From an optimization exercise on the open Yosys and OpenROAD flow, aimed at small area; shortcuts taken in it are not production practice. Function was checked by simulation only, so behaviour that the tests miss may differ from the original. Power and IR drop assume default switching activity.

### flow/standard.sh
#!/bin/bash
# synth_recipe.tcl (not shown) runs the flow's synth.tcl, then flattens the netlist and writes it again
# the make line also repeats each setting of config.mk as NAME=value (left out here)
make -C /OpenROAD-flow-scripts/flow DESIGN_CONFIG=/design/flow/config.mk WORK_HOME=/design/flow/orfs CLKGATE_MAP_FILE= SYNTH_SCRIPT=/design/flow/synth_recipe.tcl "${@:-finish}"
### flow/flow/run.sh
#!/bin/bash
# Standard ORFS layout with two changes: ports get sky130_fd_sc_hd__buf_1
# buffers, and CTS uses small clock buffers without dummy loads.
set -euo pipefail
export BUFFER_PORTS_ARGS="-buffer_cell sky130_fd_sc_hd__buf_1"
export CTS_ARGS="-sink_clustering_enable -repair_clock_nets -dont_use_dummy_load -buf_list sky130_fd_sc_hd__clkbuf_4 -sink_clustering_size 40"
bash standard.sh > standard.log 2>&1
### flow/constraint.sdc
create_clock -name core_clock -period 7.0 [get_ports {sys_clk}]
set_input_delay 1.4000 -clock core_clock [delete_from_list [all_inputs] [get_ports {sys_clk}]]
set_output_delay 1.4000 -clock core_clock [all_outputs]
set_load 0.01 [all_outputs]
### flow/config.mk
export PLATFORM = sky130hd
export DESIGN_NAME = timer_top
export DESIGN_NICKNAME = timer_top
export VERILOG_FILES = /design/flow/design.v
export SDC_FILE = /design/flow/constraint.sdc
export NUM_CORES = 4
export LEC_CHECK = 0
export CAP_MARGIN = 20
export CORE_MARGIN = 2
export CORE_UTILIZATION = 40
export SLEW_MARGIN = 20
### flow/design.v
module timer_top (sys_clk, sys_rst_n, tim_psel, tim_pwrite, tim_penable, tim_paddr, tim_pwdata, tim_prdata, tim_pstrb, tim_pready, tim_pslverr, tim_int, dbg_mode);
	input wire sys_clk, sys_rst_n;
	input wire tim_psel, tim_pwrite, tim_penable, dbg_mode;
	input wire [11:0] tim_paddr;
	input wire [31:0] tim_pwdata;
	input wire [3:0] tim_pstrb;
	output wire [31:0] tim_prdata;
	output wire tim_pready, tim_pslverr, tim_int;
	reg acc;
	always @(posedge sys_clk or negedge sys_rst_n)
		if (!sys_rst_n) acc <= 1'b0;
		else            acc <= tim_psel & tim_penable & ~acc;
	wire wr = acc &  tim_pwrite;
	wire rd = acc & ~tim_pwrite;
	wire [31:0] wdata = tim_pwdata;
	wire [3:0]  strb  = tim_pstrb;
	wire a_ok   = (tim_paddr[11:5] == 7'd0) && (tim_paddr[1:0] == 2'd0);
	wire [2:0] ai = tim_paddr[4:2];
	wire is_tcr   = a_ok && (ai == 3'd0);
	wire is_tdr0  = a_ok && (ai == 3'd1);
	wire is_tdr1  = a_ok && (ai == 3'd2);
	wire is_tcmp0 = a_ok && (ai == 3'd3);
	wire is_tcmp1 = a_ok && (ai == 3'd4);
	wire is_tier  = a_ok && (ai == 3'd5);
	wire is_tisr  = a_ok && (ai == 3'd6);
	wire is_thcsr = a_ok && (ai == 3'd7);
	reg timer_en, div_en;
	reg [3:0] div_val;
	reg int_en, halt_req, int_st;
	reg [31:0] tcmp0, tcmp1;
	reg [31:0] tdr0, tdr1;
	reg [63:0] cnt;
	reg load_back, tdr_wr_en, cnt_clr, int_clr;
	reg int_st_q, halt_ack, halt_ack_q, timer_en_q, cnt_en, rst_q;
	reg [7:0] cnt_div;
	wire tcr_wr = wr & is_tcr;
	wire err_div_val = strb[1] & (wdata[11:8] > 4'd8);
	wire err_run = timer_en & ((strb[0] & (wdata[1] != div_en)) | (strb[1] & (wdata[11:8] != div_val)));
	wire error_res = tcr_wr & (err_div_val | err_run);
	always @(posedge sys_clk or negedge sys_rst_n) begin
		if (!sys_rst_n) begin
			timer_en <= 1'b0;
			div_en   <= 1'b0;
			div_val  <= 4'd1;
			int_en   <= 1'b0;
			halt_req <= 1'b0;
		end else begin
			if (tcr_wr & ~error_res & strb[0]) begin
				timer_en <= wdata[0];
				div_en   <= wdata[1];
			end
			if (tcr_wr & ~error_res & strb[1])
				div_val <= wdata[11:8];
			if (wr & is_tier & strb[0])
				int_en <= wdata[0];
			if (wr & is_thcsr & strb[0])
				halt_req <= wdata[0];
		end
	end
	genvar b;
	generate for (b = 0; b < 4; b = b + 1) begin : g_cmp
		always @(posedge sys_clk) begin
			if (!sys_rst_n) begin
				tcmp0[8*b+7:8*b] <= 8'hFF;
				tcmp1[8*b+7:8*b] <= 8'hFF;
			end else begin
				if (wr & is_tcmp0 & strb[b]) tcmp0[8*b+7:8*b] <= wdata[8*b+7:8*b];
				if (wr & is_tcmp1 & strb[b]) tcmp1[8*b+7:8*b] <= wdata[8*b+7:8*b];
			end
		end
	end endgenerate
	wire tdr_wr = wr & (is_tdr0 | is_tdr1);
	wire tdr_lb = load_back & ~tdr_wr;
	generate for (b = 0; b < 4; b = b + 1) begin : g_tdr
		always @(posedge sys_clk) begin
			if (wr & is_tdr0 & strb[b])  tdr0[8*b+7:8*b] <= wdata[8*b+7:8*b];
			else if (tdr_lb)             tdr0[8*b+7:8*b] <= cnt[8*b+7:8*b];
			if (wr & is_tdr1 & strb[b])  tdr1[8*b+7:8*b] <= wdata[8*b+7:8*b];
			else if (tdr_lb)             tdr1[8*b+7:8*b] <= cnt[32+8*b+7:32+8*b];
		end
	end endgenerate
	always @(posedge sys_clk) begin
		tdr_wr_en  <= tdr_wr;
		cnt_clr    <= tcr_wr & strb[0] & timer_en & ~wdata[0];
		int_clr    <= wr & is_tisr & int_st & wdata[0] & strb[0];
		int_st_q   <= int_st;
		halt_ack   <= dbg_mode & halt_req;
		halt_ack_q <= halt_ack;
		timer_en_q <= timer_en;
		rst_q      <= ~sys_rst_n;
	end
	localparam NB = 64 / 16;
	wire [NB-1:0] blk_ones;
	wire [NB:0]   blk_c;
	wire [63:0]   inc_c;
	assign blk_c[0] = cnt_en;
	genvar gi, gj;
	generate for (gi = 0; gi < NB; gi = gi + 1) begin : g_blk
		assign blk_ones[gi] = &cnt[16*gi +: 16];
		assign blk_c[gi+1]  = blk_c[gi] & blk_ones[gi];
		assign inc_c[16*gi] = blk_c[gi];
		for (gj = 1; gj < 16; gj = gj + 1) begin : g_bit
			assign inc_c[16*gi+gj] = inc_c[16*gi+gj-1] & cnt[16*gi+gj-1];
		end
	end endgenerate
	wire all_ones = &blk_ones;
	wire cnt_zero = cnt_clr | all_ones | ~sys_rst_n;
	always @(posedge sys_clk) begin
		if (cnt_zero) begin
			cnt       <= 64'd0;
			load_back <= 1'b1;
		end else if (tdr_wr_en) begin
			cnt       <= {tdr1, tdr0};
			load_back <= 1'b0;
		end else begin
			cnt <= cnt ^ inc_c;
			load_back <= cnt_en;
		end
	end
	wire en_rise = timer_en & ~timer_en_q;
	wire no_div  = ~div_en | (div_val == 4'd0);
	wire [7:0] div_mask = ~(8'hFF << div_val);
	wire div_term = ((cnt_div | ~div_mask) == 8'hFF);
	always @(posedge sys_clk) begin
		if (!timer_en) begin
			cnt_en  <= 1'b0;
			cnt_div <= 8'd0;
		end else if (halt_ack) begin
			cnt_en  <= 1'b0;
		end else if (no_div | en_rise | div_term) begin
			cnt_en  <= ~en_rise;
			cnt_div <= 8'd0;
		end else begin
			cnt_en  <= 1'b0;
			cnt_div <= cnt_div + 8'd1;
		end
	end
	wire cmp_hit = ~(|({tdr1, tdr0} ^ {tcmp1, tcmp0})) & ~rst_q;
	always @(posedge sys_clk or negedge sys_rst_n)
		if (!sys_rst_n)   int_st <= 1'b0;
		else if (int_clr) int_st <= 1'b0;
		else if (cmp_hit) int_st <= 1'b1;
	assign tim_int = int_en & int_st;
	reg [31:0] rdata;
	always @(*) begin
		rdata = 32'd0;
		if (a_ok)
			case (ai)
				3'd0: rdata = {20'd0, div_val, 6'd0, div_en, timer_en};
				3'd1: rdata = tdr0;
				3'd2: rdata = tdr1;
				3'd3: rdata = tcmp0;
				3'd4: rdata = tcmp1;
				3'd5: rdata = {31'd0, int_en};
				3'd6: rdata = {31'd0, int_st_q};
				3'd7: rdata = {30'd0, halt_ack_q, halt_req};
			endcase
	end
	assign tim_prdata  = rd ? rdata : 32'd0;
	assign tim_pready  = acc;
	assign tim_pslverr = error_res;
endmodule
==> impl_metrics.tcl, run 1 <==
set metrics [dict create \
    status "no timing/DRC/antenna violations" \
    nNetsFinal 1273 \
    drt-initial-drc-count 704 \
    cts_resized 0 \
    final_cell_count_no_fill 1535 \
    finalCritPeriodShare_pct 76.2 \
    ctsHoldBuffers 0 \
    antenna_found_initial 1 \
    r2r_end "cnt[63]$_SDFF_PP0_" \
    synthTopCellsByArea "dfxtp_1, edfxtp_1, mux2i_1, mux2_2, ha_1" \
    synthCells 1051 \
    dp_hpwl_um 23700 \
    clk_latency_ns 0.70 \
    syn_nets 1166 \
    die_w_um 171 \
    required_ns 5.60 \
    track_usage_pct 22.5 \
    numCtsBuffers 59 \
    maxSlewHeadroom_pct 35.7 \
    synth_ff_type "dfxtp_1" \
    die_area_um2 29200 \
    placed_area_um2 11800 \
    crit_end "tim_prdata[1]" \
    synth_top_area_cell "dfxtp_1" \
    cts_root_buffer "clkbuf_4" \
    cts_tree "yes" \
    place_inst 1475 \
    swShare_pct 24.7 \
    ys_types 60 \
    grt_overflow_total 0 \
    worstRegToRegCells 23 \
    r2r_start "cnt[11]$_SDFF_PP0_" \
    fin_util_pct 44.4 \
    wirelength_um 32600 \
    final_area_um2 12300 \
    ys_seq_elements 220 \
    total_leakage_power_nw 5.09 \
    p_switching_w 0.000570 \
    path_max_fanout 24 \
    max_freq_mhz 187 \
    syn_area_um2 11200 \
    via_per_inst 5.59 \
    io_pins 89 \
    dieHeight_um 171 \
    worst_pin_slew_ns 0.964 \
    min_period_ns 5.33 \
    worstSetupStartpointType "input port" \
    cp_data_arrival_time_ns 3.93 \
    setup_viol 0 \
    rsz0062_at_grt "no" \
    syn_to_final_growth_pct 9.93 \
    grt_max_degree 50 \
    critPathKind "input port to output pin" \
    grt_pass1_vias 8449 \
    yosys.area.top_type_share_pct 26.2 \
    core-area_um2 27600 \
    io_buffers 88 \
    r2r_setup_slack_ns 2.66 \
    cts_setup_buffers 0 \
    p_per_area_nw_per_um2 188 \
    drt-wirelength-per-cell_um 21.3 \
    htreeDepth 2 \
    route.detailed.drc 0 \
    first_pass_iters 5 \
    seqPwrFrac_pct 58.2 \
    maxSlewViolCount 0 \
    crit_path_start "tim_paddr[2]" \
    antenna_left 0 \
    finClkSkew_ns 0.102 \
    power_frac_comb_pct 5.1 \
    clkSlewWorstSetupHoldPaths_ns 0.07 \
    drive_gt1_share_pct 13.8 \
    synth.avg_cell_area_um2 10.6 \
    ys_seq_area_share_pct 45.7 \
    holdPathStages 0 \
    cts_buffer_depth 3 \
    std_cell_rows 61 \
    tns_ns 0 \
    cts.sink_count 220 \
    finalHoldViolCount 0 \
    drv_cap 0 \
    fillers 2750 \
    cp-end-kind "output pin" \
    synth_edf_count 64 \
    peakVddDrop_mv 0.0913 \
    start_util_pct 40.4 \
    grt_pass1_wl_um 50100 \
    hold_path_class "flip-flop to flip-flop" \
    place_congestion 0.852 \
    p_int_w 0.00174 \
    pwr-share-clk_pct 36.7 \
    ys_warn_count 1 \
    ys_async_sr_fraction_pct 4.55 \
    vias 8583 \
]
[state kept, by name, indices dropped and copies added (netlist names), 4 cells and up]
register  cells
cnt          64
tcmp0        32
tcmp1        32
tdr0         32
tdr1         32
cnt_div       8
div_val       4
[Yosys cell counts, types with 6 or more instances]
library cell	n
inv_1	23
xnor2_1	60
o22ai_1	9
nand2_1	87
mux2i_1	113
edfxtp_1	64
nand3_1	44
clkbuf_1	26
dfxtp_1	146
buf_1	9
ha_1	61
buf_2	12
dfrtp_1	9
a21oi_1	33
a22oi_1	59
a211oi_1	6
and2_1	6
nor2_1	80
nand4_1	33
mux2_2	72
o21ai_0	10
nand3_2	7
nor4_1	12
[power by group through the flow]
| stage | Clock, W | Combinational, W | Sequential [W] |
|---|---|---|---|
| floorplan | 0 | 0.0000649 | 0.00136 |
| global placement | 0 | 0.000117 | 0.00137 |
| detailed placement | 0 | 0.000118 | 0.00137 |
| CTS | 0.000879 | 0.000118 | 0.00134 |
| global route | 0.000939 | 0.000129 | 0.00134 |
| finish | 0.000847 | 0.000118 | 0.00134 |
[worst min path at each step]
stage                       start               end  slack (ns)
2_1_floorplan  int_st$_DFFE_PN0P_  int_st_q$_DFF_P_        0.38
3_3_place_gp   int_st$_DFFE_PN0P_  int_st_q$_DFF_P_        0.43
3_5_place_dp   int_st$_DFFE_PN0P_  int_st_q$_DFF_P_        0.43
4_1_cts        int_st$_DFFE_PN0P_  int_st_q$_DFF_P_        0.39
5_1_grt        int_st$_DFFE_PN0P_  int_st_q$_DFF_P_        0.41
6_report       int_st$_DFFE_PN0P_  int_st_q$_DFF_P_        0.41
[cell type report]
type                    instances  area, µm²  area share [%]
multi-input cells             754       5740            46.8
flip-flops and latches        220       5100            41.6
well taps                     378        473            3.86
clock buffers                  59        443            3.61
repair buffers                 98        407            3.32
inverters                      25       93.8           0.766
diodes                          1       2.50          0.0204
[critical path, cell delays in order]
cell and delay (ns):
buf_1 0.58, nor2b_1 0.32, and2_1 0.67, buf_4 0.43
a22oi_1 0.12, a31oi_1 0.21, buf_1 0.18
[per-stage QoR]
stage          setup slack [ns]  hold slack, ns  total power (W)
5_1_grt                    1.39           0.415          0.00241
6_report                   1.67           0.411          0.00231
3_3_place_gp               1.69           0.427          0.00149
4_1_cts                    1.65           0.386          0.00234
3_5_place_dp               1.67           0.428          0.00149
2_1_floorplan              2.84           0.381          0.00143
[layer usage]
metal / wire length [µm] / up-vias / track usage (%) / part of all wire (%)
li1: - / 4062 / - / -
met1: 14900 / 4161 / 31.3 / 46
met4: 852 / 0 / 7.18 / 2.6
met2: 14900 / 300 / 35.5 / 46
met5: 0 / - / 0 / 0
met3: 1970 / 60 / 3.77 / 6.0
[logic make-up after synthesis]
kind of cell               Yosys count  share of synthesized area [%]
adders and majority gates           61                           6.84
muxes                              188                           17.8
AOI/OAI and AO/OA                  140                           8.51
buffers and inverters               77                           2.91
DFF                                220                           45.7
and+or+nand+nor                    301                           13.2
xor gates and xnor gates            64                           5.03
[cell usage in the layout, fill, tap and decap left out, drive strengths merged, types with 5 or more instances in the layout]
cell | synthesis | routed
o21ai | 10 | 10
o22ai | 9 | 9
xnor2 | 60 | 60
mux2i | 113 | 113
a22o | 5 | 5
and2 | 7 | 7
nand2 | 89 | 89
clkbuf | 27 | 59
dfrtp | 9 | 9
mux2 | 74 | 74
edfxtp | 64 | 64
nand3 | 51 | 51
inv | 23 | 23
nor2b | 5 | 5
a211oi | 6 | 6
nand2b | 5 | 5
a22oi | 59 | 59
nand4 | 33 | 33
ha | 61 | 61
nor2 | 80 | 80
nor4 | 13 | 13
a21oi | 33 | 33
dfxtp | 146 | 146
buf | 25 | 98
==> inputs of run 2 (changes only) <==
==> flow/flow/run.sh (replaced) <==
#!/bin/bash
# Standard ORFS layout with two changes: ports get sky130_fd_sc_hd__buf_1
# buffers, and CTS uses small clock buffers without dummy loads.
set -euo pipefail
export BUFFER_PORTS_ARGS="-buffer_cell sky130_fd_sc_hd__buf_1"
export CTS_ARGS="-sink_clustering_enable -repair_clock_nets -dont_use_dummy_load -buf_list sky130_fd_sc_hd__clkbuf_8 -sink_clustering_size 16 -sink_clustering_max_diameter 100"
bash standard.sh > standard.log 2>&1
==> impl_metrics.tcl, run 2 <==
set metrics [dict create \
    status "no timing/DRC/antenna violations" \
    syn_to_final_growth_pct 8.03 \
    total_leakage_power_nw 4.94 \
    seqPwrFrac_pct 63.9 \
    r2r_start "cnt[3]$_SDFF_PP0_" \
    io_buffers 88 \
    power_frac_comb_pct 5.7 \
    hp-start "acc$_DFF_PN0_" \
    holdPathStages 1 \
    setup_viol 0 \
    place_congestion 0.852 \
    synth_top_area_cell "dfxtp_1" \
    place_ws_ns 1.67 \
    synthTopCellsByArea "dfxtp_1, edfxtp_1, mux2i_1, mux2_2, ha_1" \
    finalHoldViolCount 0 \
    die_area_um2 29200 \
    timing.final.ws_setup_ns 1.67 \
    synthCells 1051 \
    cts_root_buffer "clkbuf_8" \
    p_int_w 0.00158 \
    cts_buffer_depth 3 \
    antenna_found_initial 0 \
    synth_edf_count 64 \
    worst_pin_slew_ns 0.944 \
    clkSlewWorstSetupHoldPaths_ns 0.10 \
    max_freq_mhz 188 \
    cp_slowest_stage_delay_ns 0.68 \
    cts_resized 0 \
    cts_setup_buffers 0 \
    ys_seq_area_share_pct 45.7 \
    vias 8412 \
    antenna_left 0 \
    p_switching_w 0.000520 \
    clk_latency_ns 0.54 \
    swShare_pct 24.8 \
    numCtsBuffers 17 \
    drv_cap 0 \
    ys_warn_count 1 \
    wirelength_um 32400 \
    critPathKind "input port to output pin" \
    r2r_end "cnt[63]$_SDFF_PP0_" \
    std_cell_rows 61 \
    drive_gt1_share_pct 10.5 \
    finalCritPeriodShare_pct 76.2 \
    tns_ns 0 \
    final_cell_count_no_fill 1492 \
    drt-initial-drc-count 721 \
    cpMostUsedCell "buf_1" \
    dp_hpwl_um 23700 \
    ys_types 60 \
    grt_max_degree 50 \
    grt_pass1_vias 8092 \
    path_max_fanout 24 \
    first_pass_iters 5 \
    core-area_um2 27600 \
    grt_pass1_wl_um 49400 \
    syn_nets 1166 \
    grt_overflow_total 0 \
    hold_path_class "flip-flop to flip-flop" \
    diodes 0 \
    ys_seq_elements 220 \
    io_pins 89 \
    cts_tree "yes" \
    finClkSkew_ns 0.0368 \
    cp_cell_sequence "buf_1 -> nor2b_1 -> and2_1 -> buf_4 -> a22oi_1 -> a31oi_1 -> buf_1" \
    yosysMostFrequentCell "dfxtp_1" \
    critical_path.top_delay_family "buffers and inverters" \
    holdPathEnd "acc$_DFF_PN0_" \
    cp_data_arrival_time_ns 3.93 \
    required_ns 5.60 \
    most-common-layout-cells "dfxtp_1, mux2i_1, nand2_1, buf_1, nor2_1" \
    dieHeight_um 171 \
    cp-end-kind "output pin" \
    cts.sink_count 220 \
    htreeDepth 1 \
    drt-wirelength-per-cell_um 21.7 \
    holdWs_ns 0.447 \
    rsz0062_at_grt "no" \
    synth_common_cells "dfxtp_1, mux2i_1, nand2_1" \
    maxSlewViolCount 0 \
    syn_area_um2 11200 \
    via_per_inst 5.64 \
    yosys.area.top_type_share_pct 26.2 \
    peakVddDrop_mv 0.0807 \
    synth_ff_type "dfxtp_1" \
    fin_util_pct 43.6 \
    track_usage_pct 22.2 \
    ctsHoldBuffers 0 \
    worstRegToRegCells 23 \
    cp_slowest_cell "and2_1" \
    synth.avg_cell_area_um2 10.6 \
    maxSlewHeadroom_pct 37.1 \
    p_per_area_nw_per_um2 174 \
    pwr-share-clk_pct 30.5 \
    ys_async_sr_fraction_pct 4.55 \
    place_inst 1475 \
    min_period_ns 5.33 \
    r2r_setup_slack_ns 2.69 \
    final_common_cell "dfxtp_1" \
    largest_reg_flops 64 \
    crit_buf_inv 3 \
    route.detailed.drc 0 \
    start_util_pct 40.4 \
    regMostFlops "cnt" \
    worstSetupStartpointType "input port" \
    nNetsFinal 1231 \
    die_w_um 171 \
]
==> run 2: cell counts after synthesis <==
Identical to the previous run, type by type.
==> run 2: layer usage <==
layer / share of wire [%] / track usage, % / vias up / wire length, µm
li1: - / - / 3968 / -
met3: 5.8 / 2.41 / 37 / 1870
met2: 46 / 35.9 / 263 / 15000
met4: 1.9 / 5.38 / 0 / 629
met1: 46 / 31.7 / 4144 / 14900
met5: 0 / 0 / - / 0
==> run 2: cell type report <==
class | instances | area, µm²
clock buffer | 17 | 234
inverter | 25 | 93.8
tap | 378 | 473
fill | 2746 | 15600
timing repair buffer | 98 | 407
sequential | 220 | 5100
multi-input combinational | 754 | 5740
==> run 2: worst max-delay path by stage <==
stage / start / end / slack [ns] / cells past startpoint
floorplan: tim_paddr[6] / tim_prdata[12] / 2.84 / 6
global placement: tim_paddr[2] / tim_prdata[1] / 1.69 / 7
detailed placement: tim_paddr[2] / tim_prdata[1] / 1.67 / 7
CTS: tim_paddr[2] / tim_prdata[1] / 1.65 / 7
global route: tim_paddr[2] / tim_prdata[1] / 1.39 / 7
finish: tim_paddr[2] / tim_prdata[1] / 1.67 / 7
==> run 2: power by group through the flow <==
stage	clock, W	sequential [W]	combinational (W)
finish	0.000639	0.00134	0.000119
global route	0.000702	0.00134	0.000129
CTS	0.000657	0.00134	0.000118
detailed placement	0	0.00137	0.000118
global placement	0	0.00137	0.000117
floorplan	0	0.00136	0.0000649
==> run 2: cells by family after synthesis <==
kind of cell / count (synthesis) / share of synthesized area (%)
AND/OR/NAND/NOR: 301 / 13.2
flip-flops: 220 / 45.7
XOR/XNOR: 64 / 5.03
multiplexers: 188 / 17.8
buffers and inverters: 77 / 2.91
adder cells (fa/ha/maj): 61 / 6.84
AO/OA/AOI/OAI: 140 / 8.51
==> run 2: through the flow <==
step,power [W],cell area [µm²]
after floorplan,0.00143,11200
after global routing,0.00217,12000
final,0.00210,12000
after CTS,0.00211,12000
after detailed placement,0.00149,11800
after global placement,0.00149,11800
==> inputs of run 3 (changes only) <==
==> flow/flow/run.sh (replaced) <==
#!/bin/bash
# Standard ORFS layout with two changes: ports get sky130_fd_sc_hd__buf_1
# buffers, and CTS uses small clock buffers without dummy loads.
set -euo pipefail
export BUFFER_PORTS_ARGS="-buffer_cell sky130_fd_sc_hd__buf_1"
export CTS_ARGS="-sink_clustering_enable -repair_clock_nets -dont_use_dummy_load -buf_list sky130_fd_sc_hd__clkbuf_4 -sink_clustering_size 8 -sink_clustering_max_diameter 60"
bash standard.sh > standard.log 2>&1
==> impl_metrics.tcl, run 3 <==
set metrics [dict create \
    status "no timing/DRC/antenna violations" \
    synthCells 1051 \
    syn_to_final_growth_pct 8.25 \
    p_switching_w 0.000535 \
    clk_latency_ns 0.63 \
    drt-wirelength-per-cell_um 21.6 \
    synth_top_area_cell "dfxtp_1" \
    required_ns 5.60 \
    route.detailed.drc 0 \
    place_inst 1475 \
    dieHeight_um 171 \
    die_area_um2 29200 \
    cp_cell_sequence "buf_1 -> nor2b_1 -> and2_1 -> buf_4 -> a22oi_1 -> a31oi_1 -> buf_1" \
    syn_area_um2 11200 \
    ctsHoldBuffers 0 \
    drv_cap 0 \
    grt_overflow_total 0 \
    grt_pass1_wl_um 49700 \
    via_per_inst 5.61 \
    finClkSkew_ns 0.0948 \
    antenna_left 0 \
    maxSlewHeadroom_pct 36.4 \
    swShare_pct 25.3 \
    wirelength_um 32600 \
    rsz0062_at_grt "no" \
    p_int_w 0.00158 \
    core-area_um2 27600 \
    cp-end-kind "output pin" \
    place_congestion 0.852 \
    ys_warn_count 1 \
    nNetsFinal 1248 \
    path_max_fanout 24 \
    setup_viol 0 \
    pwr-share-clk_pct 31.1 \
    cts_tree "yes" \
    hold_path_class "flip-flop to flip-flop" \
    first_pass_iters 5 \
    synth.avg_cell_area_um2 10.6 \
    worstSetupStartpointType "input port" \
    maxSlewViolCount 0 \
    min_period_ns 5.33 \
    drive_gt1_share_pct 11.8 \
    io_buffers 88 \
    max_freq_mhz 188 \
    cts.sink_count 220 \
    cp_data_arrival_time_ns 3.93 \
    htreeDepth 2 \
    yosys.area.top_type_share_pct 26.2 \
    fillers 2751 \
    p_per_area_nw_per_um2 175 \
    peakVddDrop_mv 0.102 \
    syn_nets 1166 \
    numCtsBuffers 34 \
    track_usage_pct 22.4 \
    critPathKind "input port to output pin" \
    worst_pin_slew_ns 0.953 \
    dp_hpwl_um 23700 \
    place_ws_ns 1.67 \
    yosysMostFrequentCell "dfxtp_1" \
    most-common-layout-cells "dfxtp_1, mux2i_1, nand2_1, buf_1, nor2_1" \
    tns_ns 0 \
    finalHoldViolCount 0 \
    ys_seq_elements 220 \
    ys_types 60 \
    cp_slowest_stage_delay_ns 0.67 \
    seqPwrFrac_pct 63.3 \
    synth_common_cells "dfxtp_1, mux2i_1, nand2_1" \
    power_frac_comb_pct 5.6 \
    ys_seq_area_share_pct 45.7 \
    antenna_found_initial 1 \
    vias 8473 \
    synth_ff_type "dfxtp_1" \
    cp_slowest_cell "and2_1" \
    die_w_um 171 \
    cts_setup_buffers 0 \
    std_cell_rows 61 \
    holdWs_ns 0.446 \
    clkSlewWorstSetupHoldPaths_ns 0.10 \
    drt-initial-drc-count 674 \
    io_pins 89 \
    regMostFlops "cnt" \
    final_cell_count_no_fill 1510 \
    grt_max_degree 50 \
    total_leakage_power_nw 4.97 \
    synthTopCellsByArea "dfxtp_1, edfxtp_1, mux2i_1, mux2_2, ha_1" \
    grt_pass1_vias 8242 \
    largest_reg_flops 64 \
    cts_resized 0 \
    cts_buffer_depth 3 \
    start_util_pct 40.4 \
    final_common_cell "dfxtp_1" \
    cts_root_buffer "clkbuf_4" \
    cpMostUsedCell "buf_1" \
    synth_edf_count 64 \
    timing.final.ws_setup_ns 1.67 \
    ys_async_sr_fraction_pct 4.55 \
    finalCritPeriodShare_pct 76.1 \
]
[run 3: cell counts after synthesis]
No cell type changed its count.
[run 3: logic make-up (layout without fill, tap and decap cells)]
kind of cell	count (synthesis)	after routing	share of synthesized area, %
other	0	1	0
DFF	220	220	45.7
adders and majority gates	61	61	6.84
xor gates and xnor gates	64	64	5.03
AOI/OAI and AO/OA	140	140	8.51
and+or+nand+nor	301	301	13.2
muxes	188	188	17.8
buffers and inverters	77	157	2.91
[run 3: worst max-delay path: cells and delay by family]
kind / cells / cell delay, ns
buffers and inverters: 3 / 1.21
AND/OR/NAND/NOR: 2 / 0.98
AO/OA/AOI/OAI: 2 / 0.33
[run 3: final cells by class]
type	instances	area (µm²)	share of cell area, %
Multi-Input combinational cell	754	5740	47.5
Sequential cell	220	5100	42.3
Inverter	25	93.8	0.777
Timing Repair Buffer	98	407	3.37
Tap cell	378	473	3.92
Antenna cell	1	2.50	0.0207
Clock buffer	34	255	2.11
[run 3: routing by layer]
| layer | share of wire, % | vias to the layer above | GRT usage, % |
|---|---|---|---|
| met1 | 46 | 4107 | 31.6 |
| met3 | 5.7 | 50 | 2.85 |
| li1 | - | 4020 | - |
| met5 | 0 | - | 0 |
| met2 | 46 | 296 | 35.7 |
| met4 | 2.8 | 0 | 7.33 |
[run 3: final timing paths]
check | from | slack (ns) | depth (start not counted) | end
worst max-delay path | tim_paddr[2] | 1.67 | 7 | tim_prdata[1]
worst min-delay path | acc$_DFF_PN0_ | 0.45 | 1 | acc$_DFF_PN0_
worst max register to register | cnt[0]$_SDFF_PP0_ | 2.67 | 23 | cnt[63]$_SDFF_PP0_
worst min register to register | acc$_DFF_PN0_ | 0.45 | 1 | acc$_DFF_PN0_
max in group asynchronous | sys_rst_n | 5.23 | 2 | div_val[2]$_DFFE_PN0P_
min in group asynchronous | sys_rst_n | 0.76 | 1 | div_val[3]$_DFFE_PN0P_
[run 3: power groups by stage]
stage	registers (W)	logic [W]	clock network, W
final	0.00134	0.000118	0.000659
after global routing	0.00134	0.000129	0.000725
after CTS	0.00134	0.000118	0.000679
after detailed placement	0.00137	0.000118	0
after global placement	0.00137	0.000117	0
after floorplan	0.00136	0.0000649	0
[run 3: stage by stage]
step                cell area (µm²)  total power [W]  utilization, %
CTS                           12100          0.00214            43.7
global placement              11800          0.00149            42.8
detailed placement            11800          0.00149            42.8
finish                        12100          0.00212            43.7
floorplan                     11200          0.00143               -
global route                  12100          0.00219            43.7
==> inputs of run 4 (changes only) <==
==> flow/flow/run.sh (replaced) <==
#!/bin/bash
# Standard ORFS layout with two changes: ports get sky130_fd_sc_hd__buf_1
# buffers, and CTS uses small clock buffers without dummy loads.
set -euo pipefail
export BUFFER_PORTS_ARGS="-buffer_cell sky130_fd_sc_hd__buf_1"
export CTS_ARGS="-sink_clustering_enable -repair_clock_nets -dont_use_dummy_load -buf_list sky130_fd_sc_hd__clkbuf_2 -sink_clustering_size 20"
bash standard.sh > standard.log 2>&1
==> impl_metrics.tcl, run 4 <==
set metrics [dict create \
    worst_pin_slew_ns 0.948 \
    htreeDepth 2 \
    wirelength_um 32700 \
    maxSlewHeadroom_pct 36.8 \
    grt.busiest_layer "met2" \
    setup_viol 0 \
    ys_types 60 \
    std_cell_rows 61 \
    peakVddDrop_mv 0.0829 \
    met2_usage_pct 35.6 \
    fillers 2757 \
    most-common-layout-cells "dfxtp_1, mux2i_1, nand2_1, buf_1, nor2_1" \
    min_period_ns 5.32 \
    dp_hpwl_um 23700 \
    antenna_found_initial 1 \
    finalHoldViolCount 0 \
    yosysMostFrequentCell "dfxtp_1" \
    grt_pass1_wl_um 50100 \
    syn_nets 1166 \
    largest_reg_flops 64 \
    start_util_pct 40.4 \
    clk_latency_ns 0.85 \
    io_pins 89 \
    ys_warn_count 1 \
    maxSlewViolCount 0 \
    cp-end-kind "output pin" \
    grt_overflow_total 0 \
    ys_seq_area_share_pct 45.7 \
    first_pass_iters 6 \
    worstSetupStartpointType "input port" \
    placed_area_um2 11800 \
    yosys.area.top_type_share_pct 26.2 \
    regMostFlops "cnt" \
    grt_max_degree 50 \
    p_total_w 0.00214 \
    tns_ns 0 \
    die_w_um 171 \
    final_common_cell "dfxtp_1" \
    use_met3_pct 3.56 \
    path_max_fanout 24 \
    io_buffers 88 \
    track_usage_pct 22.6 \
    synth.avg_cell_area_um2 10.6 \
    synth_ff_type "dfxtp_1" \
    synth_edf_count 64 \
    via_per_inst 5.61 \
    clkSlewWorstSetupHoldPaths_ns 0.10 \
    finClkSkew_ns 0.109 \
    numCtsBuffers 57 \
    total_leakage_power_nw 5.05 \
    status "no timing/DRC/antenna violations" \
    cts_tree "yes" \
    timing.final.ws_setup_ns 1.68 \
    place_ws_ns 1.67 \
    synth_common_cells "dfxtp_1, mux2i_1, nand2_1" \
    max_freq_mhz 188 \
    route.detailed.drc 0 \
    nNetsFinal 1271 \
    dieHeight_um 171 \
    cts.sink_count 220 \
    critPathKind "input port to output pin" \
    synthCells 1051 \
    rsz0062_at_grt "no" \
    drive_gt1_share_pct 13.6 \
    required_ns 5.60 \
    grt_util_met1_pct 31.4 \
    r2r_setup_slack_ns 2.65 \
    grt_pass1_vias 8419 \
    core-area_um2 27600 \
    die_area_um2 29200 \
    p_per_area_nw_per_um2 177 \
    ctsHoldBuffers 0 \
    synth_top_area_cell "dfxtp_1" \
    synthTopCellsByArea "dfxtp_1, edfxtp_1, mux2i_1, mux2_2, ha_1" \
    cts_resized 0 \
    cts_setup_buffers 0 \
    cp_data_arrival_time_ns 3.92 \
    cts_buffer_depth 3 \
    antenna_left 0 \
    ys_async_sr_fraction_pct 4.55 \
    ys_seq_elements 220 \
    final_area_um2 12100 \
    drt-wirelength-per-cell_um 21.3 \
    place_congestion 0.852 \
    finalCritPeriodShare_pct 75.9 \
    hold_path_class "flip-flop to flip-flop" \
    drt-initial-drc-count 634 \
    syn_to_final_growth_pct 8.52 \
    syn_area_um2 11200 \
    vias 8599 \
    cts_root_buffer "clkbuf_2" \
    drv_cap 0 \
]
run 4: cell counts after synthesis:
Identical to the previous run, type by type.
run 4: layout make-up:
cell class | instances | area (µm²) | share of cell area (%)
multi-input cells | 754 | 5740 | 47.4
well taps | 378 | 473 | 3.91
repair buffers | 98 | 407 | 3.36
inverters | 25 | 93.8 | 0.776
flip-flops and latches | 220 | 5100 | 42.1
clock buffers | 57 | 285 | 2.36
diodes | 1 | 2.50 | 0.0207
run 4: final timing paths:
check / end / start / cells after the start
min in group asynchronous: div_val[1]$_DFFE_PN0P_ / sys_rst_n / 1
max in group asynchronous: int_st$_DFFE_PN0P_ / sys_rst_n / 2
setup reg to reg: cnt[63]$_SDFF_PP0_ / cnt[9]$_SDFF_PP0_ / 23
hold reg to reg: int_st_q$_DFF_P_ / int_st$_DFFE_PN0P_ / 0
setup / recovery: tim_prdata[1] / tim_paddr[2] / 7
hold / removal: int_st_q$_DFF_P_ / int_st$_DFFE_PN0P_ / 0
run 4: stage by stage:
stage | util [%] | hold slack [ns] | instances
finish | 43.8 | 0.426 | 1533
global route | 43.8 | 0.409 | 1533
CTS | 43.8 | 0.416 | 1532
detailed placement | 42.8 | 0.428 | 1475
global placement | 42.8 | 0.427 | 1475
floorplan | - | 0.381 | 1051
run 4: layer usage:
layer	vias to the layer above	part of all wire (%)
li1	4063	-
met1	4160	46
met2	311	46
met3	65	5.7
met4	0	2.6
met5	-	0
run 4: cells by family after synthesis:
logic type                 Yosys count  share of synthesized area, %
adders and majority gates           61                          6.84
buffers and inverters               77                          2.91
DFF                                220                          45.7
muxes                              188                          17.8
and+or+nand+nor                    301                          13.2
AOI/OAI and AO/OA                  140                          8.51
xor gates and xnor gates            64                          5.03
run 4: critical path: stages:
cell and delay [ns]:
buf_1 0.57, nor2b_1 0.31, and2_1 0.67, buf_4 0.43, a22oi_1 0.12, a31oi_1 0.22
buf_1 0.18
run 4: power by group:
group	switching [W]	leakage (nW)	internal, W
sequential	0.0000177	1.98	0.00132
clock	0.000472	0.237	0.000211
combinational	0.0000836	2.84	0.0000348
==> inputs of run 5 (changes only) <==
--- a/flow/design.v
+++ b/flow/design.v
@@ -107,13 +107,7 @@
 	wire cnt_zero = cnt_clr | all_ones | ~sys_rst_n;
+	wire cnt_ld  = ~cnt_zero &  tdr_wr_en;
+	wire cnt_inc = ~cnt_zero & ~tdr_wr_en;
 	always @(posedge sys_clk) begin
-		if (cnt_zero) begin
-			cnt       <= 64'd0;
-			load_back <= 1'b1;
-		end else if (tdr_wr_en) begin
-			cnt       <= {tdr1, tdr0};
-			load_back <= 1'b0;
-		end else begin
-			cnt <= cnt ^ inc_c;
-			load_back <= cnt_en;
-		end
+		cnt       <= ({64{cnt_ld}} & {tdr1, tdr0}) | ({64{cnt_inc}} & (cnt ^ inc_c));
+		load_back <= cnt_zero | (cnt_inc & cnt_en);
 	end
==> flow/flow/run.sh (replaced) <==
#!/bin/bash
# Standard ORFS layout with two changes: ports get sky130_fd_sc_hd__buf_1
# buffers, and CTS uses small clock buffers without dummy loads.
set -euo pipefail
export BUFFER_PORTS_ARGS="-buffer_cell sky130_fd_sc_hd__buf_1"
export CTS_ARGS="-sink_clustering_enable -repair_clock_nets -dont_use_dummy_load -buf_list sky130_fd_sc_hd__clkbuf_8 -sink_clustering_size 16 -sink_clustering_max_diameter 100"
bash standard.sh > standard.log 2>&1
--- a/flow/config.mk
+++ b/flow/config.mk
@@ -9,3 +9,3 @@
 export CORE_MARGIN = 2
-export CORE_UTILIZATION = 40
+export CORE_UTILIZATION = 55
 export SLEW_MARGIN = 20
==> impl_metrics.tcl, run 5 <==
set metrics [dict create \
    final_common_cell "dfxtp_1" \
    diodes 0 \
    synthCells 985 \
    cts_buffer_depth 3 \
    finalCritPeriodShare_pct 76.8 \
    multi_input_area_um2 5510 \
    cts.sink_count 220 \
    track_usage_pct 29.2 \
    synth_edf_count 64 \
    nNetsFinal 1162 \
    yosysMostFrequentCell "dfxtp_1" \
    grt_overflow_total 0 \
    peakVddDrop_mv 0.133 \
    required_ns 5.60 \
    final_cell_count_no_fill 1310 \
    grt_pass1_wl_um 48500 \
    place_congestion 0.871 \
    via_per_inst 6.23 \
    antenna_found_initial 0 \
    use_met3_pct 4.33 \
    finClkSkew_ns 0.0250 \
    synth_common_cells "dfxtp_1, nand2_1, mux2_2" \
    ys_async_sr_fraction_pct 4.55 \
    regMostFlops "cnt" \
    most-common-layout-cells "dfxtp_1, buf_1, nand2_1, mux2_2, edfxtp_1" \
    ys_warn_count 1 \
    maxSlewViolCount 0 \
    fillers 1751 \
    cts_resized 0 \
    placed_area_um2 11400 \
    antenna_left 0 \
    grt_max_degree 61 \
    p_total_w 0.00208 \
    path_max_fanout 28 \
    p_per_area_nw_per_um2 179 \
    die_area_um2 21100 \
    cp-end-kind "output pin" \
    htreeDepth 1 \
    place_inst 1293 \
    setup_viol 0 \
    drive_gt1_share_pct 11.8 \
    drt-initial-drc-count 617 \
    hold_path_class "flip-flop to flip-flop" \
    vias 8157 \
    tns_ns 0 \
    total_leakage_power_nw 4.92 \
    cts_tree "yes" \
    critical_path.top_delay_family "buffers and inverters" \
    syn_nets 1100 \
    drv_cap 0 \
    syn_area_um2 11000 \
    io_pins 89 \
    std_cell_rows 51 \
    status "no timing/DRC/antenna violations" \
    die_w_um 145 \
    ys_seq_area_share_pct 46.4 \
    start_util_pct 56.3 \
    cp_cell_sequence "buf_1 -> nor2b_1 -> and2_1 -> buf_4 -> a22oi_1 -> a21oi_1 -> buf_1" \
    worst_pin_slew_ns 1.10 \
    grt.busiest_layer "met2" \
    cp_slowest_stage_delay_ns 0.65 \
    grt_util_met1_pct 40.0 \
    clk_latency_ns 0.51 \
    yosys.area.top_type_share_pct 26.6 \
    route.detailed.drc 0 \
    final-seq-area_um2 5100 \
    numCtsBuffers 17 \
    synth.avg_cell_area_um2 11.2 \
    ctsHoldBuffers 0 \
    synthTopCellsByArea "dfxtp_1, edfxtp_1, mux2_2, ha_1, mux2i_1" \
    min_period_ns 5.37 \
    grt_pass1_vias 8150 \
    wirelength_um 31000 \
    first_pass_iters 5 \
    cpMostUsedCell "buf_1" \
    met2_usage_pct 48.9 \
    cp_data_arrival_time_ns 3.97 \
    critPathKind "input port to output pin" \
    synth_top_area_cell "dfxtp_1" \
    ys_types 59 \
    drt-wirelength-per-cell_um 23.7 \
    fin_util_pct 59.6 \
    crit_buf_inv 3 \
    cts_setup_buffers 0 \
    core-area_um2 19500 \
    dp_hpwl_um 22400 \
    dieHeight_um 145 \
    cts_root_buffer "clkbuf_8" \
    finalHoldViolCount 0 \
    rsz0062_at_grt "no" \
    final_area_um2 11600 \
    cp_slowest_cell "buf_1" \
    max_freq_mhz 186 \
    clkSlewWorstSetupHoldPaths_ns 0.11 \
    ys_seq_elements 220 \
    largest_reg_flops 64 \
    synth_ff_type "dfxtp_1" \
    worstSetupStartpointType "input port" \
    syn_to_final_growth_pct 5.91 \
    maxSlewHeadroom_pct 26.4 \
    io_buffers 88 \
]
[run 5: changes by cell type after synthesis, moves of 5 or more]
cell,change
inv_1,-10
buf_6,+13
a22o_1,+56
a21oi_1,-6
a211oi_1,+5
xor2_1,+11
buf_1,-8
mux2i_1,-58
nor2_1,-62
[run 5: per-stage QoR]
| stage | worst slack [ns] | hold WS (ns) |
|---|---|---|
| global placement | 1.75 | 0.443 |
| CTS | 1.70 | 0.466 |
| detailed placement | 1.71 | 0.450 |
| finish | 1.63 | 0.464 |
| global route | 1.41 | 0.497 |
| floorplan | 2.87 | 0.381 |
[run 5: final timing paths]
check | start | cells after the start | slack, ns | to
worst max-delay path | tim_paddr[2] | 7 | 1.63 | tim_prdata[25]
worst min-delay path | acc$_DFF_PN0_ | 1 | 0.46 | acc$_DFF_PN0_
worst max register to register | cnt[31]$_DFF_P_ | 21 | 2.56 | cnt[47]$_DFF_P_
worst min register to register | acc$_DFF_PN0_ | 1 | 0.46 | acc$_DFF_PN0_
max in group asynchronous | sys_rst_n | 2 | 5.12 | halt_req$_DFFE_PN0P_
min in group asynchronous | sys_rst_n | 1 | 0.82 | acc$_DFF_PN0_
[run 5: cell type report]
cell class	count	share of cell area [%]
Inverter	15	0.484
Multi-Input combinational cell	694	47.3
Tap cell	265	2.85
Timing Repair Buffer	99	3.56
Sequential cell	220	43.8
Clock buffer	17	2.01
[run 5: cells by family (layout without fill, tap and decap cells)]
group	count (synthesis)	in the layout	synth area share, %
compound gates	190	190	12.9
mux	130	130	12.7
flops	220	220	46.4
xor+xnor	76	76	6.06
fa+ha+maj	61	61	6.94
buf+inv	71	131	3.62
simple gates	237	237	11.4
[run 5: power breakdown]
part | leakage (nW) | switching (W) | total (W) | internal (W)
clock network | 0.122 | 0.000399 | 0.000619 | 0.000220
logic | 2.83 | 0.0000855 | 0.000121 | 0.0000350
registers | 1.97 | 0.0000172 | 0.00134 | 0.00132
total | 4.92 | 0.000502 | 0.00208 | 0.00158
[run 5: per-layer routing]
metal	up-vias	part of all wire [%]
li1	3797	-
met4	0	2.1
met2	265	48
met5	-	0
met3	40	5.5
met1	4055	44
==> inputs of run 6 (changes only) <==
--- a/flow/config.mk
+++ b/flow/config.mk
@@ -9,3 +9,3 @@
 export CORE_MARGIN = 2
-export CORE_UTILIZATION = 55
+export CORE_UTILIZATION = 80
 export SLEW_MARGIN = 20
==> impl_metrics.tcl, run 6 <==
set metrics [dict create \
    maxSlewHeadroom_pct 34.6 \
    io_pins 89 \
    cts_buffer_depth 3 \
    cp_data_arrival_time_ns 3.55 \
    die_area_um2 14700 \
    synth_ff_type "dfxtp_1" \
    place_congestion 0.931 \
    ys_seq_area_share_pct 46.4 \
    cts_setup_buffers 0 \
    min_period_ns 4.95 \
    drive_gt1_share_pct 11.7 \
    diodes 0 \
    cts_resized 0 \
    setup_viol 0 \
    cts_root_buffer "clkbuf_8" \
    max_freq_mhz 202 \
    most-common-layout-cells "dfxtp_1, buf_1, nand2_1, mux2_2, edfxtp_1" \
    largest_reg_flops 64 \
    critPathKind "input port to output pin" \
    clk_latency_ns 0.52 \
    use_met3_pct 6.72 \
    yosys.area.top_type_share_pct 26.6 \
    finalCritPeriodShare_pct 70.7 \
    cts_tree "yes" \
    std_cell_rows 42 \
    ys_seq_elements 220 \
    cts.sink_count 220 \
    peakVddDrop_mv 0.174 \
    ys_async_sr_fraction_pct 4.55 \
    wirelength_um 30000 \
    maxSlewViolCount 0 \
    grt_util_met1_pct 52.8 \
    htreeDepth 1 \
    die_w_um 121 \
    ctsHoldBuffers 0 \
    synth_common_cells "dfxtp_1, nand2_1, mux2_2" \
    finClkSkew_ns 0.0333 \
    grt.busiest_layer "met2" \
    syn_nets 1100 \
    synth_top_area_cell "dfxtp_1" \
    worst_pin_slew_ns 0.981 \
    cp-end-kind "output pin" \
    via_per_inst 7.11 \
    dieHeight_um 121 \
    grt_pass1_wl_um 46000 \
    path_max_fanout 31 \
    vias 8677 \
    grt_max_degree 77 \
    ys_warn_count 1 \
    required_ns 5.60 \
    syn_to_final_growth_pct 4.83 \
    rsz0062_at_grt "no" \
    synthCells 985 \
    synth.avg_cell_area_um2 11.2 \
    met2_usage_pct 66.0 \
    grt_overflow_total 0 \
    core-area_um2 13300 \
    clkSlewWorstSetupHoldPaths_ns 0.10 \
    nNetsFinal 1161 \
    route.detailed.drc 0 \
    finalHoldViolCount 0 \
    r2r_start "cnt[1]$_DFF_P_" \
    total_leakage_power_nw 4.92 \
    status "no timing/DRC/antenna violations" \
    start_util_pct 82.3 \
    antenna_found_initial 0 \
    yosysMostFrequentCell "dfxtp_1" \
    first_pass_iters 6 \
    grt_pass1_vias 8369 \
    worstSetupStartpointType "input port" \
    regMostFlops "cnt" \
    drv_cap 0 \
    io_buffers 88 \
    synth_edf_count 64 \
    hold_path_class "flip-flop to flip-flop" \
    hp-start "acc$_DFF_PN0_" \
    tns_ns 0 \
    p_per_area_nw_per_um2 180 \
    numCtsBuffers 17 \
    antenna_left 0 \
    r2r_setup_slack_ns 2.63 \
    drt-initial-drc-count 1062 \
    ys_types 59 \
    final_common_cell "dfxtp_1" \
    synthTopCellsByArea "dfxtp_1, edfxtp_1, mux2_2, ha_1, mux2i_1" \
    crit_path_start "tim_paddr[2]" \
    drt-wirelength-per-cell_um 24.6 \
    syn_area_um2 11000 \
    track_usage_pct 40.9 \
    holdWs_ns 0.469 \
    dp_hpwl_um 21000 \
]
==> run 6: cell counts after synthesis <==
Identical to the previous run, type by type.
==> run 6: path summary, 6_finish.rpt <==
check	to	cells past startpoint
max	tim_prdata[21]	7
max in group asynchronous	div_val[3]$_DFFE_PN0P_	2
max reg2reg	cnt[63]$_DFF_P_	23
min in group asynchronous	int_en$_DFFE_PN0P_	2
min reg2reg	acc$_DFF_PN0_	1
min	acc$_DFF_PN0_	1
==> run 6: logic make-up after synthesis <==
logic type	share of synthesized area, %
multiplexers	12.7
XOR/XNOR	6.06
adder cells (fa/ha/maj)	6.94
AO/OA/AOI/OAI	12.9
flip-flops	46.4
buffers and inverters	3.62
AND/OR/NAND/NOR	11.4
==> run 6: routing by layer <==
| metal | wire [µm] | up-vias |
|---|---|---|
| met1 | 11500 | 4163 |
| met5 | 0 | - |
| li1 | - | 3805 |
| met2 | 13800 | 579 |
| met3 | 2860 | 130 |
| met4 | 1860 | 0 |
==> run 6: final cells by class <==
type,instances,area [µm²]
multi-input combinational,694,5510
sequential,220,5100
fill,726,1830
timing repair buffer,98,407
clock buffer,17,234
tap,176,220
inverter,15,56.3
==> run 6: where the power goes <==
| part | total [W] | leakage [nW] | switching, W | internal, W |
|---|---|---|---|---|
| clock | 0.000614 | 0.122 | 0.000394 | 0.000220 |
| combinational | 0.000120 | 2.82 | 0.0000849 | 0.0000347 |
| sequential | 0.00134 | 1.97 | 0.0000174 | 0.00132 |
==> run 6: metrics by stage <==
stage                     area (µm²)  total power (W)  setup slack, ns  cells  utilization [%]
after floorplan                11000          0.00143             2.87    985                -
after global placement         11300          0.00148             2.28   1203             84.6
after detailed placement       11300          0.00148             2.17   1203             84.6
after CTS                      11500          0.00206             2.11   1220             86.3
after global routing           11500          0.00211             1.93   1220             86.3
final                          11500          0.00207             2.05   1220             86.3
==> run 6: critical path, stage by stage <==
cell     delay (ns)
buf_1          0.63
nor2b_1        0.36
nor2b_2        0.20
buf_4          0.41
a22oi_1        0.20
a21oi_1        0.18
buf_1          0.16
==> inputs of run 7 (changes only) <==
--- a/flow/config.mk
+++ b/flow/config.mk
@@ -9,3 +9,3 @@
 export CORE_MARGIN = 2
-export CORE_UTILIZATION = 80
+export CORE_UTILIZATION = 40
 export SLEW_MARGIN = 20
==> impl_metrics.tcl, run 7 <==
set metrics [dict create \
    track_usage_pct 22.1 \
    synth_top_family_by_area "compound AO/OA/AOI/OAI gates" \
    nNetsFinal 1165 \
    diodes 0 \
    max_freq_mhz 178 \
    cts_buffer_depth 3 \
    cts_setup_buffers 0 \
    setup_viol 0 \
    vias 8089 \
    std_cell_rows 60 \
    ys_async_sr_fraction_pct 4.55 \
    antenna_left 0 \
    p_per_area_nw_per_um2 178 \
    drt-initial-drc-count 641 \
    final_area_um2 11800 \
    die_area_um2 28800 \
    synth_xor_area_share_pct 6.06 \
    regMostFlops "cnt" \
    worst_pin_slew_ns 1.12 \
    drive_gt1_share_pct 12.1 \
    cp_cell_sequence "buf_1 -> nor2b_1 -> nor2b_2 -> buf_4 -> a22oi_1 -> a21oi_1 -> buf_1" \
    cts.sink_count 220 \
    die_w_um 170 \
    worstSetupStartpointType "input port" \
    grt_overflow_total 0 \
    fillers 2587 \
    grt_pass1_vias 8036 \
    cp_data_arrival_time_ns 4.21 \
    path_max_fanout 21 \
    ys_types 59 \
    critPathKind "input port to output pin" \
    grt_max_degree 61 \
    finalCritPeriodShare_pct 80.2 \
    peakVddDrop_mv 0.114 \
    most-common-layout-cells "dfxtp_1, buf_1, nand2_1, mux2_2, edfxtp_1" \
    io_pins 89 \
    tns_ns 0 \
    synth_adder_area_share_pct 6.94 \
    multi_input_area_um2 5510 \
    cp_slowest_cell "nor2b_2" \
    synth_ff_type "dfxtp_1" \
    cp_slowest_stage_delay_ns 0.95 \
    syn_nets 1100 \
    synth.avg_cell_area_um2 11.2 \
    grt_pass1_wl_um 48900 \
    ctsHoldBuffers 0 \
    ys_seq_area_share_pct 46.4 \
    final-seq-area_um2 5100 \
    dp_hpwl_um 23100 \
    status "no timing/DRC/antenna violations" \
    core-area_um2 27000 \
    synth.area.mux_share_pct 12.7 \
    final_common_cell "dfxtp_1" \
    ys_warn_count 1 \
    synthTopCellsByArea "dfxtp_1, edfxtp_1, mux2_2, ha_1, mux2i_1" \
    maxSlewHeadroom_pct 25.3 \
    antenna_found_initial 0 \
    numCtsBuffers 17 \
    finClkSkew_ns 0.0548 \
    via_per_inst 5.82 \
    synth-simple-area-share_pct 11.4 \
    yosysMostFrequentCell "dfxtp_1" \
    drt-wirelength-per-cell_um 22.9 \
    drv_cap 0 \
    clk_latency_ns 0.53 \
    synth-compound-area-share_pct 12.9 \
    holdPathStages 1 \
    total_leakage_power_nw 4.94 \
    yosys.area.top_type_share_pct 26.6 \
    hold_path_class "flip-flop to flip-flop" \
    clkSlewWorstSetupHoldPaths_ns 0.09 \
    wirelength_um 31800 \
    synth_top_area_cell "dfxtp_1" \
    rsz0062_at_grt "no" \
    required_ns 5.60 \
    maxSlewViolCount 0 \
    cts_resized 0 \
    cpMostUsedCell "buf_1" \
    cts_root_buffer "clkbuf_8" \
    syn_to_final_growth_pct 6.99 \
    route.detailed.drc 0 \
    synth_edf_count 64 \
    htreeDepth 1 \
    syn_area_um2 11000 \
    cts_tree "yes" \
    dieHeight_um 170 \
    largest_reg_flops 64 \
    finalHoldViolCount 0 \
    io_buffers 88 \
    min_period_ns 5.61 \
    place_congestion 0.862 \
    cp-end-kind "output pin" \
    placed_area_um2 11500 \
    synth_common_cells "dfxtp_1, nand2_1, mux2_2" \
    synthCells 985 \
    first_pass_iters 5 \
    start_util_pct 40.8 \
    worstRegToRegCells 23 \
    ys_seq_elements 220 \
]
==> run 7: power breakdown <==
part           switching (W)  total (W)  internal (W)
sequential         0.0000178    0.00134       0.00132
combinational      0.0000870   0.000123     0.0000361
clock               0.000415   0.000636      0.000221
==> run 7: routing by layer <==
layer,up-vias,track usage [%],part of all wire [%]
met5,-,0,0
met4,0,4.72,2.1
met3,32,2.08,4.9
met2,251,38.5,49
met1,3998,29.8,44
li1,3808,-,-
==> run 7: path summary, 6_finish.rpt <==
path                                 startpoint                 end  slack (ns)
worst max-delay path               tim_paddr[2]       tim_prdata[4]        1.39
worst min-delay path              acc$_DFF_PN0_       acc$_DFF_PN0_        0.46
worst max register to register  cnt[14]$_DFF_P_     cnt[63]$_DFF_P_        2.78
worst min register to register    acc$_DFF_PN0_       acc$_DFF_PN0_        0.46
max in group asynchronous             sys_rst_n  int_en$_DFFE_PN0P_        5.18
min in group asynchronous             sys_rst_n  div_en$_DFFE_PN0P_        0.92
==> run 7: area by class of cell <==
type	count	area share, %
multi-input combinational	694	46.9
sequential	220	43.3
timing repair buffer	102	3.71
tap	341	3.63
clock buffer	17	1.99
inverter	15	0.479
==> run 7: critical path: cells and delay by family <==
kind	cells	cell delay [ns]
buffers and inverters	3	1.19
and+or+nand+nor	2	1.34
AOI/OAI and AO/OA	2	0.26
==> run 7: cell families (layout without fill, tap and decap cells) <==
logic type | after synthesis | count (layout)
buf+inv | 71 | 134
compound gates | 190 | 190
flops | 220 | 220
xor+xnor | 76 | 76
mux | 130 | 130
fa+ha+maj | 61 | 61
simple gates | 237 | 237
==> run 7: per-stage QoR <==
stage / total power, W / instances / hold WS (ns) / util [%] / setup WS [ns]
after floorplan: 0.00143 / 985 / 0.381 / - / 2.87
after global placement: 0.00149 / 1372 / 0.442 / 42.8 / 1.47
after detailed placement: 0.00149 / 1372 / 0.452 / 42.8 / 1.41
after CTS: 0.00212 / 1389 / 0.457 / 43.6 / 1.40
after global routing: 0.00218 / 1389 / 0.472 / 43.6 / 1.19
final: 0.00210 / 1389 / 0.456 / 43.6 / 1.39
==> inputs of run 8 (changes only) <==
--- a/flow/config.mk
+++ b/flow/config.mk
@@ -9,3 +9,3 @@
 export CORE_MARGIN = 2
-export CORE_UTILIZATION = 40
+export CORE_UTILIZATION = 70
 export SLEW_MARGIN = 20
==> impl_metrics.tcl, run 8 <==
set metrics [dict create \
    vias 8365 \
    track_usage_pct 35.3 \
    synth_top_area_cell "dfxtp_1" \
    die_area_um2 16700 \
    finalCritPeriodShare_pct 75.3 \
    yosys.area.top_type_share_pct 26.6 \
    ctsHoldBuffers 0 \
    status "no timing/DRC/antenna violations" \
    grt_max_degree 76 \
    path_max_fanout 27 \
    grt_pass1_wl_um 44900 \
    cts.sink_count 220 \
    r2r_setup_slack_ns 2.68 \
    grt_overflow_total 0 \
    syn_nets 1100 \
    antenna_found_initial 1 \
    cp_data_arrival_time_ns 3.87 \
    dieHeight_um 129 \
    maxSlewViolCount 0 \
    holdPathStages 1 \
    holdPathEnd "acc$_DFF_PN0_" \
    route.detailed.drc 0 \
    nNetsFinal 1160 \
    max_freq_mhz 190 \
    cts_root_buffer "clkbuf_8" \
    place_congestion 0.879 \
    syn_to_final_growth_pct 5.16 \
    cts_buffer_depth 3 \
    start_util_pct 72.0 \
    drt-initial-drc-count 779 \
    r2r_end "cnt[47]$_DFF_P_" \
    drt-wirelength-per-cell_um 23.4 \
    p_per_area_nw_per_um2 179 \
    finClkSkew_ns 0.0310 \
    ys_async_sr_fraction_pct 4.55 \
    tns_ns 0 \
    most-common-layout-cells "dfxtp_1, buf_1, nand2_1, mux2_2, edfxtp_1" \
    numCtsBuffers 17 \
    min_period_ns 5.27 \
    worst_pin_slew_ns 0.963 \
    syn_area_um2 11000 \
    place_ws_ns 1.81 \
    die_w_um 129 \
    synthCells 985 \
    synthTopCellsByArea "dfxtp_1, edfxtp_1, mux2_2, ha_1, mux2i_1" \
    diodes 0 \
    yosysMostFrequentCell "dfxtp_1" \
    ys_types 59 \
    peakVddDrop_mv 0.166 \
    wirelength_um 29300 \
    first_pass_iters 5 \
    cts_setup_buffers 0 \
    io_buffers 88 \
    htreeDepth 1 \
    worstSetupStartpointType "input port" \
    dp_hpwl_um 20700 \
    critPathKind "input port to output pin" \
    synth_common_cells "dfxtp_1, nand2_1, mux2_2" \
    synth.avg_cell_area_um2 11.2 \
    required_ns 5.60 \
    ys_warn_count 1 \
    std_cell_rows 45 \
    regMostFlops "cnt" \
    synth_ff_type "dfxtp_1" \
    r2r_start "cnt[15]$_DFF_P_" \
    drive_gt1_share_pct 11.6 \
    via_per_inst 6.67 \
    cts_tree "yes" \
    finalHoldViolCount 0 \
    antenna_left 0 \
    cts_resized 0 \
    worstRegToRegCells 21 \
    hp-start "acc$_DFF_PN0_" \
    largest_reg_flops 64 \
    grt_pass1_vias 7911 \
    timing.final.ws_setup_ns 1.73 \
    drv_cap 0 \
    hold_path_class "flip-flop to flip-flop" \
    io_pins 89 \
    ys_seq_area_share_pct 46.4 \
    total_leakage_power_nw 4.91 \
    rsz0062_at_grt "no" \
    synth_edf_count 64 \
    final_common_cell "dfxtp_1" \
    maxSlewHeadroom_pct 35.8 \
    clk_latency_ns 0.52 \
    clkSlewWorstSetupHoldPaths_ns 0.10 \
    ys_seq_elements 220 \
    setup_viol 0 \
    cp-end-kind "output pin" \
    core-area_um2 15300 \
]
[run 8: cell counts after synthesis]
Identical to the previous run, type by type.
[run 8: worst max-delay path by stage]
stage | start | depth (start not counted) | slack (ns) | to
final | tim_paddr[2] | 7 | 1.73 | tim_prdata[6]
after global routing | tim_paddr[2] | 7 | 1.55 | tim_prdata[30]
after CTS | tim_paddr[2] | 7 | 1.81 | tim_prdata[30]
after detailed placement | tim_paddr[2] | 7 | 1.81 | tim_prdata[30]
after global placement | tim_paddr[2] | 7 | 1.90 | tim_prdata[7]
after floorplan | tim_paddr[2] | 8 | 2.87 | tim_prdata[17]
[run 8: cells by family after synthesis]
kind of cell	count (synthesis)	share of synthesized area, %
buf+inv	71	3.62
mux	130	12.7
compound gates	190	12.9
flops	220	46.4
simple gates	237	11.4
xor+xnor	76	6.06
fa+ha+maj	61	6.94
[run 8: worst max-delay path: stages]
cell	delay [ns]
buf_1	0.61
nor2b_1	0.37
and2_1	0.55
buf_4	0.42
a22oi_1	0.12
a21oi_1	0.19
buf_1	0.17
[run 8: through the flow]
stage | area (µm²) | hold WS, ns | util [%] | total power (W) | instances
floorplan | 11000 | 0.381 | - | 0.00143 | 985
global placement | 11300 | 0.448 | 74.2 | 0.00148 | 1237
detailed placement | 11300 | 0.457 | 74.2 | 0.00148 | 1237
CTS | 11600 | 0.478 | 75.8 | 0.00207 | 1254
global route | 11600 | 0.489 | 75.8 | 0.00212 | 1254
finish | 11600 | 0.474 | 75.8 | 0.00207 | 1254
[run 8: area by class of cell]
type / count / area [µm²]
clock buffer: 17 / 234
multi-input combinational: 694 / 5510
inverter: 15 / 56.3
tap: 211 / 264
fill: 1110 / 3700
sequential: 220 / 5100
timing repair buffer: 97 / 399
[run 8: where the power goes]
group,internal [W],total (W),switching [W],leakage (nW)
combinational,0.0000344,0.000118,0.0000833,2.82
clock,0.000220,0.000612,0.000392,0.122
sequential,0.00132,0.00134,0.0000172,1.97
total,0.00158,0.00207,0.000492,4.91
[run 8: layer usage]
layer  up-vias  wire length (µm)  GRT usage (%)
met4         0              1210           14.5
li1       3798                 -              -
met2       428             13500           56.8
met5         -                 0              0
met3        67              2270           4.91
met1      4072             12300           48.3
==> inputs of run 9 (changes only) <==
--- a/flow/config.mk
+++ b/flow/config.mk
@@ -10,2 +10,4 @@
 export CORE_UTILIZATION = 70
+export GPL_ROUTABILITY_DRIVEN = 0
+export GPL_TIMING_DRIVEN = 0
 export SLEW_MARGIN = 20
==> impl_metrics.tcl, run 9 <==
set metrics [dict create \
    final_cell_count_no_fill 1299 \
    ys_seq_elements 220 \
    clk_latency_ns 0.53 \
    cts_root_buffer "clkbuf_8" \
    hold_path_class "flip-flop to flip-flop" \
    path_max_fanout 10 \
    required_ns 5.60 \
    track_usage_pct 37.5 \
    final_common_cell "dfxtp_1" \
    ys_seq_area_share_pct 46.4 \
    synth_common_cells "dfxtp_1, nand2_1, mux2_2" \
    antenna_left 0 \
    ctsHoldBuffers 0 \
    syn_area_um2 11000 \
    worst_pin_slew_ns 0.829 \
    route.detailed.drc 0 \
    timing.final.ws_setup_ns 1.70 \
    cp_slowest_stage_delay_ns 0.58 \
    yosys.area.top_type_share_pct 26.6 \
    maxSlewHeadroom_pct 44.7 \
    first_pass_iters 6 \
    cp_data_arrival_time_ns 3.90 \
    htreeDepth 1 \
    place_inst 1282 \
    p_per_area_nw_per_um2 177 \
    cts_tree "yes" \
    ys_types 59 \
    yosysMostFrequentCell "dfxtp_1" \
    holdWs_ns 0.470 \
    tns_ns 0 \
    dp_hpwl_um 23100 \
    cts_setup_buffers 0 \
    max_freq_mhz 189 \
    rsz0062_at_grt "no" \
    setup_viol 0 \
    peakVddDrop_mv 0.202 \
    drive_gt1_share_pct 12.6 \
    die_area_um2 16700 \
    cp-end-kind "output pin" \
    cts_buffer_depth 3 \
    cts_resized 0 \
    total_leakage_power_nw 5.05 \
    cts.sink_count 220 \
    grt_pass1_wl_um 47100 \
    synthCells 985 \
    p_total_w 0.00210 \
    fillers 1072 \
    worstSetupStartpointType "input port" \
    status "no timing/DRC/antenna violations" \
    start_util_pct 72.0 \
    synthTopCellsByArea "dfxtp_1, edfxtp_1, mux2_2, ha_1, mux2i_1" \
    finClkSkew_ns 0.0212 \
    diodes 0 \
    io_buffers 86 \
    synth_ff_type "dfxtp_1" \
    finalHoldViolCount 0 \
    place_ws_ns 1.83 \
    regMostFlops "cnt" \
    grt_pass1_vias 8296 \
    synth_top_area_cell "dfxtp_1" \
    wirelength_um 31500 \
    grt_max_degree 17 \
    io_pins 89 \
    ys_warn_count 1 \
    syn_to_final_growth_pct 7.47 \
    clkSlewWorstSetupHoldPaths_ns 0.08 \
    core-area_um2 15300 \
    r2r_setup_slack_ns 2.60 \
    min_period_ns 5.30 \
    numCtsBuffers 17 \
    die_w_um 129 \
    critPathKind "input port to output pin" \
    drt-wirelength-per-cell_um 24.3 \
    syn_nets 1100 \
    antenna_found_initial 1 \
    finalCritPeriodShare_pct 75.8 \
    drt-initial-drc-count 1015 \
    dieHeight_um 129 \
    maxSlewViolCount 0 \
    most-common-layout-cells "dfxtp_1, buf_1, nand2_1, mux2_2, edfxtp_1" \
    largest_reg_flops 64 \
    via_per_inst 6.74 \
    ys_async_sr_fraction_pct 4.55 \
    nNetsFinal 1205 \
    synth_edf_count 64 \
    vias 8760 \
    std_cell_rows 45 \
    cp_cell_sequence "buf_1 -> nor2b_1 -> nor2b_1 -> buf_2 -> clkbuf_1 -> a22oi_1 -> a21oi_1 -> buf_1" \
    synth.avg_cell_area_um2 11.2 \
    grt_overflow_total 0 \
    drv_cap 0 \
    cp_slowest_cell "clkbuf_1" \
]
==> run 9: cell counts after synthesis <==
No cell type changed its count.
==> run 9: report_power, final <==
group / leakage [nW] / switching (W) / total, W / internal, W
clock: 0.122 / 0.000404 / 0.000624 / 0.000220
combinational: 2.95 / 0.0000928 / 0.000132 / 0.0000397
sequential: 1.97 / 0.0000168 / 0.00134 / 0.00132
total: 5.05 / 0.000514 / 0.00210 / 0.00158
==> run 9: cell type report <==
cell class / instances / area [µm²] / share of cell area (%)
buffer: 56 / 342 / 2.89
clock buffer: 17 / 234 / 1.98
timing repair buffer: 86 / 323 / 2.73
tap: 211 / 264 / 2.23
multi-input combinational: 694 / 5500 / 46.5
inverter: 15 / 56.3 / 0.477
sequential: 220 / 5100 / 43.1
==> run 9: per-layer routing <==
| layer | up-vias | GRT usage, % | wire, µm |
|---|---|---|---|
| li1 | 3889 | - | - |
| met1 | 4215 | 49.5 | 12200 |
| met2 | 547 | 60.6 | 14600 |
| met3 | 109 | 6.73 | 3090 |
| met4 | 0 | 17.1 | 1550 |
| met5 | - | 0 | 0 |
==> run 9: final timing paths <==
check	startpoint	end	depth (start not counted)
worst max register to register	cnt[15]$_DFF_P_	cnt[63]$_DFF_P_	23
worst min register to register	acc$_DFF_PN0_	acc$_DFF_PN0_	1
worst max-delay path	tim_paddr[4]	tim_prdata[25]	8
max in group asynchronous	sys_rst_n	div_val[1]$_DFFE_PN0P_	1
worst min-delay path	acc$_DFF_PN0_	acc$_DFF_PN0_	1
min in group asynchronous	sys_rst_n	int_st$_DFFE_PN0P_	1
==> run 9: worst max-delay path, delay by kind of cell <==
| family | cells | cell delay (ns) |
|---|---|---|
| AO/OA/AOI/OAI | 2 | 0.46 |
| AND/OR/NAND/NOR | 2 | 0.73 |
| buffers and inverters | 4 | 1.30 |
==> run 9: cell families after synthesis <==
logic type,Yosys count,synth area share [%]
AND/OR/NAND/NOR,237,11.4
flip-flops,220,46.4
AO/OA/AOI/OAI,190,12.9
multiplexers,130,12.7
XOR/XNOR,76,6.06
buffers and inverters,71,3.62
adder cells (fa/ha/maj),61,6.94
==> run 9: through the flow <==
step / util (%) / cell area [µm²]
2_1_floorplan: - / 11000
3_3_place_gp: 75.9 / 11600
3_5_place_dp: 75.9 / 11600
4_1_cts: 77.4 / 11800
5_1_grt: 77.4 / 11800
6_report: 77.4 / 11800

==> what the ideal ports hide <==
The flow's constraints put no driver on any port. The routed layouts listed below were extracted and timed again, unchanged, in two steps.
Step 1: set_driving_cell puts a clkbuf_16 on sys_clk and a buf_2 on each other input, an assumption about the parent block.
Step 2, shift: input delay + t, output delay - t, t = (earliest + latest rising clock arrival at the registers) / 2. This alone moves slack from input paths to output paths.
a / b / c = no drivers / after step 1 / after step 2; a / b = the first two.
| run | t, ns | slack for setup (ns) |
|---|---|---|
| run 1 | 0.695 | 1.666 / 1.616 / 1.616 |
| run 2 | 0.568 | 1.668 / 1.611 / 1.611 |
| run 3 | 0.635 | 1.673 / 1.619 / 1.619 |
| run 4 | 0.838 | 1.685 / 1.635 / 1.635 |
| run 5 | 0.542 | 1.627 / 1.599 / 1.599 |
| run 6 | 0.543 | 2.053 / 2.022 / 2.022 |
| run 7 | 0.551 | 1.386 / 1.340 / 1.340 |
| run 8 | 0.540 | 1.731 / 1.705 / 1.705 |
| run 9 | 0.561 | 1.697 / 1.671 / 1.671 |
After both steps every run listed still meets setup and hold.
